Background: an optimization exercise with open tools, aiming at small area, a short achievable clock period and few clock cycles. Do not read the settings as production practice. Function was checked by simulation only, so behaviour that the tests miss may differ from the original. Power is estimated from default activity; no workload was simulated.

==> raven <==
// GCD
module GCD(
	input clk,
	input rst,
	input start,
	input [7:0] A,
	input [7:0] B,
	output [7:0] gcd_result,
	output ready
);
==> module GCD, before the edit <==
module GCD(
	input clk,
	input rst,
	input start,
	input [7:0] A,
	input [7:0] B,
	output [7:0] gcd_result,
	output ready
);
reg [5:0] a_h;
reg [5:0] b_h;
reg       zf;     
reg       busy;
reg       rdy;
reg [7:0] res;
function [7:0] lowbit8(input [7:0] v);
	reg seen;
	integer i;
	begin
		seen = 1'b0;
		for (i = 0; i < 8; i = i + 1) begin
			lowbit8[i] = v[i] & ~seen;
			seen = seen | v[i];
		end
	end
endfunction
function [5:0] oddhi(input [7:0] v);
	reg [7:0] x;
	reg [7:0] p;
	integer   i, t;
	begin
		x = v ^ {8{v[7]}};
		p = lowbit8(v);
		for (i = 0; i < 6; i = i + 1) begin
			oddhi[i] = 1'b0;
			for (t = 0; t + i + 1 < 7; t = t + 1)
				oddhi[i] = oddhi[i] | (p[t] & x[i + 1 + t]);
		end
	end
endfunction
wire za = (A == 8'd0);
wire zb = (B == 8'd0);
wire [6:0] d = {1'b0, a_h} - {1'b0, b_h};
wire       s = d[6];                  
wire [5:0] m = d[5:0] ^ {6{s}};
wire [5:0] u = a_h ^ b_h;
wire       eq = (u == 6'd0);          
reg  [5:0] above;                     
integer q;
always @* begin
	above[0] = 1'b0;
	for (q = 1; q < 6; q = q + 1) above[q] = above[q - 1] | u[q - 1];
end
wire one_next = ~|(m & above);       
wire one_now  = (a_h == 6'd0) | (b_h == 6'd0);
wire found = one_now | one_next;
wire [5:0] pu = u & ~above;
reg  [5:0] b_step;
integer bi, bt;
always @* begin
	for (bi = 0; bi < 6; bi = bi + 1) begin
		b_step[bi] = 1'b0;
		for (bt = 0; bt + bi + 1 < 6; bt = bt + 1)
			b_step[bi] = b_step[bi] | (pu[bt] & m[bi + bt + 1]);
	end
end
wire [5:0] a_step = s ? a_h : b_h;
wire [6:0] g = {a_h | b_h, 1'b1};
reg  [7:0] res_shift;
integer i, j;
always @* begin
	for (i = 0; i < 8; i = i + 1) begin
		res_shift[i] = 1'b0;
		for (j = 0; j <= i; j = j + 1)
			if (i - j < 7) res_shift[i] = res_shift[i] | (res[j] & g[i - j]);
	end
end
always @(posedge clk) begin
	if (start) begin
		a_h <= oddhi(A);
		b_h <= oddhi(B);
		res <= lowbit8(A | B);
	end else begin
		a_h <= a_step;
		b_h <= b_step;
		if (eq | zf)                  
			res <= res_shift;
	end
	zf <= start & (za | zb);
end
always @(posedge clk) begin
	if (rst) begin
		busy <= 1'b0;
		rdy  <= 1'b0;
	end else if (start) begin
		busy <= 1'b1;
		rdy  <= 1'b0;
	end else begin
		busy <= busy & ~found;
		rdy  <= busy & found;
	end
end
assign ready = rdy;
assign gcd_result = res;
endmodule
==> flow/config.mk <==
export PLATFORM = sky130hd
export DESIGN_NAME = GCD
export DESIGN_NICKNAME = GCD
export VERILOG_FILES = /design/flow/design.v
export SDC_FILE = /design/flow/constraint.sdc
export NUM_CORES = 4
export LEC_CHECK = 0
export ABC_AREA = 1
export CAP_MARGIN = 20
export CORE_MARGIN = 2
export CORE_UTILIZATION = 55
export CTS_BUF_LIST = sky130_fd_sc_hd__clkbuf_8
export SETUP_SLACK_MARGIN = 2.1
export SLEW_MARGIN = 20
==> flow/constraint.sdc <==
create_clock -name core_clock -period 4.0 [get_ports {clk}]
set_input_delay 0.8000 -clock core_clock [delete_from_list [all_inputs] [get_ports {clk}]]
set_output_delay 0.8000 -clock core_clock [all_outputs]
set_load 0.01 [all_outputs]
standard.sh (not shown) runs the stock make flow with config.mk's settings and CLKGATE_MAP_FILE= SYNTH_SCRIPT=/design/flow/synth_recipe.tcl, a recipe that flattens the netlist after the stock synthesis.
==> flow/flow/run.sh <==
#!/bin/bash
set -euo pipefail
bash standard.sh 'BUFFER_PORTS_ARGS=-buffer_cell sky130_fd_sc_hd__buf_2' ADDER_MAP_FILE= \
  'SETUP_MOVE_SEQUENCE=sizeup,swap' SKIP_GATE_CLONING=1 SKIP_LAST_GASP=1 \
  finish > standard_flow.log 2>&1
==> sierra: changes against raven <==
==> flow/design.v (replaced) <==
 module GCD(
	input clk, 
	input rst,
	input start,
	input [7:0] A,
	input [7:0] B,
	output reg [7:0] gcd_result,
	output reg ready
);
reg [7:0] a;
reg [7:0] b;
reg [1:0] state;
always @(posedge clk)
begin
	if(rst)
	begin
		state <= 0;
		ready <= 0;
		gcd_result <= 0;
	end
	else
	begin
	if(state == 0)
	begin
		gcd_result <= 0;
		ready <= 0;
		if(start) 
		begin
			if(A[7]) a <= -A;
			else a <= A ;
			if(B[7]) b <= -B;
			else b <= B ;
			state <= 1;
		end		
	end
	else if(state == 1)
	begin 	
		if(a == 0) 
		begin		
			gcd_result <= b;
			state <= 2;
		end
		else if(b == 0) 
		begin		
			gcd_result <= a;
			state <= 2;
		end
		else if(a >= b) 
		begin
			a <= a - b;
			state <= 1;
		end
		else if(b > a)
		begin
			b <= b - a;
			state <= 1;
		end
	end
	if(state == 2)
	begin		
		ready <= 1;
		if(ready) state <= 0;
	end
	end
end
endmodule
==> flow/run.sh (new file) <==
#!/bin/bash
# synth_recipe.tcl (not shown) runs the flow's synth.tcl, then flattens the netlist and writes it again
# the make line also repeats each setting of config.mk as NAME=value (left out here)
make -C /OpenROAD-flow-scripts/flow DESIGN_CONFIG=/design/flow/config.mk WORK_HOME=/design/flow/orfs CLKGATE_MAP_FILE= SYNTH_SCRIPT=/design/flow/synth_recipe.tcl finish
==> flow/config.mk (replaced) <==
export PLATFORM = sky130hd
export DESIGN_NAME = GCD
export DESIGN_NICKNAME = GCD
export VERILOG_FILES = /design/flow/design.v
export SDC_FILE = /design/flow/constraint.sdc
export NUM_CORES = 4
export LEC_CHECK = 0
export CAP_MARGIN = 20
export CORE_MARGIN = 2
export CORE_UTILIZATION = 40
export SLEW_MARGIN = 20
removed: flow/flow/run.sh
removed: flow/standard.sh
==> run notes <==
- Run status: timing/DRC/antenna clean
- Switching share of power: 0.360
- WL met1: 2.61 mm
- Post-synthesis compound-gate area fraction: 0.221
- Comb pwr: 285 uW
- GR Util met2: 0.321
- Non-CTS inverters: 27
- Switch Pwr: 289 uW
- Avg Cell Area, Syn: 8.30 um2
- Well Taps: 72
- Overall Global Routing Usage: 0.194
- Fraction of area in multi-input gates: 0.532
- Post-Syn Area: 0.00223 mm2
# the run above: sierra

==> run notes <==
- Run status: timing/DRC/antenna clean
- Non-CTS inverters: 64
- Max reg flops: 8
- Hold buffer count at cts: 0
- Avg Cell Area, Syn: 6.20 um2
- Post-Syn Area: 0.00214 mm2
- Switch Pwr: 986 uW
- Fraction of area in multi-input gates: 0.579
- Well Taps: 48
- Overall Global Routing Usage: 0.293
- Comb pwr: 1260 uW
- GR Util met2: 0.489
# the run above: raven

Testbench counts of raven, summed over its fixed seeds: cycles 34,956.
Testbench counts of sierra, summed over its fixed seeds: cycles 157,427.

## port drivers added, routing unchanged
The results above use ideal ports. As a check the final layouts listed here were re-extracted and re-timed, cells and wires unchanged. Step 1 sets driving cells, clkbuf_16 on the clock port and buf_2 on the other inputs (assumed; they add their load-dependent delay and slew). Step 2 moves the port delays by t, midway between the first and last clock arrival at a register: inputs arrive t later, outputs are due t later. That takes back most of the time a late clock gives input paths. a / b / c = ideal ports / drivers / drivers and shift; a / b = the first two.
run	t, ns	slack for setup (ns)	hold slack, ns
raven	0.289	2.060 / 2.060 / 1.822	0.474 / 0.474 / 0.474
sierra	0.309	1.367 / 1.367 / 1.316	0.473 / 0.473 / 0.473
After both steps setup and hold are still met in every run listed. For raven, which loses most, drivers alone change the setup slack by 0.000 ns; drivers and shift together by -0.238 ns.
